What follows belongs to an exercise in optimizing a design on an open flow for small area and a short achievable clock period; a production flow would make more cautious choices. In this exercise RTL edits were held to simulation tests only and were not proved equivalent to the original. Power and IR drop assume default switching activity.

==> inputs of 11-28 <==
==> flow/design.v <==
module half_adder(a, b, s, co);
	input a, b;
	output s, co;
	assign s = a ^ b;
	assign co = a & b;
endmodule
module full_adder(a, b, ci, s, co);
	input a, b, ci;
	output s, co;
	assign s = a ^ b ^ ci;
	assign co = (a & b) | ((a ^ b) & ci);
endmodule
module block_sum(x, y, s, c);
	parameter n = 64;
	parameter K = 3;
	localparam NB = (n + K - 1) / K;
	input  [n-1:0] x, y;
	output [n-1:0] s;
	output [NB-1:0] c;
	wire [n:0] cc;      
	genvar i;
	generate
		for (i = 0; i < n; i = i + 1)
		begin : bit_
			if (i % K == 0)
			begin : h
				half_adder ha (.a(x[i]), .b(y[i]), .s(s[i]), .co(cc[i+1]));
			end
			else
			begin : f
				full_adder fa (.a(x[i]), .b(y[i]), .ci(cc[i]), .s(s[i]), .co(cc[i+1]));
			end
			if ((i % K == K - 1) || (i == n - 1))
			begin : out_
				assign c[i / K] = cc[i+1];
			end
		end
	endgenerate
endmodule
module carry_cell(p, g, ci, co);
	parameter W = 3;
	input [W-1:0] p;
	input g, ci;
	output co;
	assign co = g | (&p & ci);
endmodule
module carry_lookahead_adder(s, c, result);
	parameter n = 64;
	parameter K = 3;
	localparam NB = (n + K - 1) / K;
	input  [n-1:0] s;
	input  [NB-1:0] c;
	output [n:0] result;
	wire [NB:0] ci;     
	wire [n-1:0] t;     
	assign ci[0] = 1'b0;
	assign result[n] = ci[NB];
	genvar i, b;
	generate
		for (i = 0; i < n; i = i + 1)
		begin : bit_
			if (i % K == 0)
			begin : first
				assign t[i] = ci[i / K];
			end
			else
			begin : rest
				assign t[i] = t[i-1] & s[i-1];
			end
			assign result[i] = s[i] ^ t[i];
		end
		for (b = 0; b < NB; b = b + 1)
		begin : blk
			localparam LO = b * K;
			localparam HI = (b * K + K - 1 < n - 1) ? b * K + K - 1 : n - 1;
			carry_cell #(HI - LO + 1) cc (.p(s[HI:LO]), .g(c[b]), .ci(ci[b]), .co(ci[b+1]));
		end
	endgenerate
endmodule
module adder64 (clk, x, y, result);
    input clk;
    input [63:0] x, y;
    output [64:0] result;
    localparam K = 3;
    localparam NB = (64 + K - 1) / K;
    wire [63:0] s;
    wire [NB-1:0] c;
    reg [63:0] s_r;
    reg [NB-1:0] c_r;
    reg [64:0] result_r;
    wire [64:0] sum;
    block_sum #(64, K) pre (.x(x), .y(y), .s(s), .c(c));
    carry_lookahead_adder #(64, K) add (.s(s_r), .c(c_r), .result(sum));
    always @(posedge clk) begin
        s_r <= s;
        c_r <= c;
        result_r <= sum;
    end
    assign result = result_r;
endmodule
==> flow/flow/run.sh <==
#!/bin/bash
# Standard layout, with the smallest buffer on every port and a lighter
# clock tree. Full tool output goes to standard.log.
export BUFFER_PORTS_ARGS="-buffer_cell sky130_fd_sc_hd__buf_1"
export CTS_ARGS="-repair_clock_nets -dont_use_dummy_load -buf_list sky130_fd_sc_hd__clkbuf_4 -root_buf sky130_fd_sc_hd__clkbuf_8"
bash standard.sh > standard.log 2>&1
==> flow/standard.sh <==
#!/bin/bash
# synth_recipe.tcl (not shown) runs the flow's synth.tcl, then flattens the netlist and writes it again
# the make line also repeats each setting of config.mk as NAME=value (left out here)
make -C /OpenROAD-flow-scripts/flow DESIGN_CONFIG=/design/flow/config.mk WORK_HOME=/design/flow/orfs CLKGATE_MAP_FILE= SYNTH_SCRIPT=/design/flow/synth_recipe.tcl "${@:-finish}"
==> flow/config.mk <==
export PLATFORM = sky130hd
export DESIGN_NAME = adder64
export DESIGN_NICKNAME = adder64
export VERILOG_FILES = /design/flow/design.v
export SDC_FILE = /design/flow/constraint.sdc
export NUM_CORES = 4
export LEC_CHECK = 0
export CAP_MARGIN = 20
export CORE_MARGIN = 2
export CORE_UTILIZATION = 60
export SLEW_MARGIN = 20
export SYNTH_HIERARCHICAL = 1
export SYNTH_MINIMUM_KEEP_SIZE = 0
==> flow/constraint.sdc <==
create_clock -name core_clock -period 28.0 [get_ports {clk}]
set_input_delay 5.6000 -clock core_clock [delete_from_list [all_inputs] [get_ports {clk}]]
set_output_delay 5.6000 -clock core_clock [all_outputs]
set_load 0.01 [all_outputs]
==> 10-06 (differences from 11-28) <==
==> flow/design.v (replaced) <==
module carry_lookahead_adder(x, y, result);
	parameter n = 64;
	input [n-1:0] x, y;
	output [n:0] result;
	wire [n-1:0] p, g;
	wire [n:0] c;
	assign c[0] = 1'b0;
	assign result[n] = c[n];
	genvar i;
    genvar j;
	generate
		for(i = 0; i < n; i=i+1)
		begin
			assign p[i] = x[i]|y[i];
			assign g[i] = x[i]&y[i];
			assign c[i+1] = g[i] | (p[i]&c[i]);
		end
	endgenerate
	generate
		for(j = 0; j < n; j=j+1)
		begin
			assign result[j] = x[j] ^ y[j] ^ c[j];
		end
	endgenerate
endmodule
module adder64 (clk, x, y, result);
    input clk;
    input [63:0] x, y;
    output [64:0] result;
    reg [63:0] x_r, y_r;
    reg [64:0] result_r;
    wire [64:0] sum;
    carry_lookahead_adder #(64) add (.x(x_r), .y(y_r), .result(sum));
    always @(posedge clk) begin
        x_r <= x;
        y_r <= y;
        result_r <= sum;
    end
    assign result = result_r;
endmodule
==> flow/run.sh (new file) <==
#!/bin/bash
# synth_recipe.tcl (not shown) runs the flow's synth.tcl, then flattens the netlist and writes it again
# the make line also repeats each setting of config.mk as NAME=value (left out here)
make -C /OpenROAD-flow-scripts/flow DESIGN_CONFIG=/design/flow/config.mk WORK_HOME=/design/flow/orfs CLKGATE_MAP_FILE= SYNTH_SCRIPT=/design/flow/synth_recipe.tcl finish
Settings changed: CORE_UTILIZATION 60 to 40, SYNTH_HIERARCHICAL 1 to default, SYNTH_MINIMUM_KEEP_SIZE 0 to default.
removed: flow/flow/run.sh
removed: flow/standard.sh
==> qor summary <==
|  | 10-06 | 11-28 |
|---|---|---|
| Status | finished clean | finished clean |
| Met3 Wirelength | 1.03 mm | 867 µm |
| Met3 Use GR | 8.48% | 8.56% |
| Sw power | 135 µW | 115 µW |
| Routed vias/inst | 3.90 | 4.71 |
| Hold path start | x_r[0]$_DFF_P_ | s_r[2]$_DFF_P_ |
| Slowest library cell on the worst path | fa_1 | dfxtp_1 |
| Register clock-pin slew on the reported worst setup and hold paths | 60 ps | 120 ps |
| Dpl cells | 627 | 600 |
| Non-clock inverter count | 5 | 0 |
| Final HPWL from detailed placement | 6.89 mm | 6.81 mm |
| Flop pwr share | 48.6% | 62.6% |
| Compound-gate portion of the synthesized area | 0% | 4.15% |
| First-pass GRT wire length | 14.4 mm | 13.6 mm |
| Post-Place Worst Slack | -958 ps | 21150 ps |
| Post-synthesis to final-layout area growth | 55.9% | 15.2% |
| Power Combinational | 89.6 µW | 73.3 µW |
| Share of synthesized area occupied by flip-flops and latches | 74.9% | 57.7% |
| Routed wl met2 | 4.34 mm | 3.89 mm |
| Final sequential cell count | 193 | 151 |
| Nets@finish | 667 | 744 |

what the ideal ports hide:
No port has a modelled driver above. Below, the same layouts with a new extraction and two added sets of constraints.
Step 1: set_driving_cell puts a clkbuf_16 on clk and a buf_2 on each other input, an assumption about the parent block.
Step 2 also shifts input and output timing later by t, the mid clock arrival at the registers, as if the neighbouring blocks saw the same clock.
a / b / c = no drivers / after step 1 / after step 2; a / b = the first two.
run | shift t [ns] | setup WS [ns] | worst slew at a driven data input, ns
11-28 | 0.420 | 21.500 / 21.469 / 21.122 | 0.05
10-06 | 0.449 | 0.932 / 0.932 / 0.932 | 0.07
After both steps every run listed still meets setup and hold. The setup slack of 11-28, which loses most, moves by -0.031 ns with the drivers and by -0.378 ns with both steps.
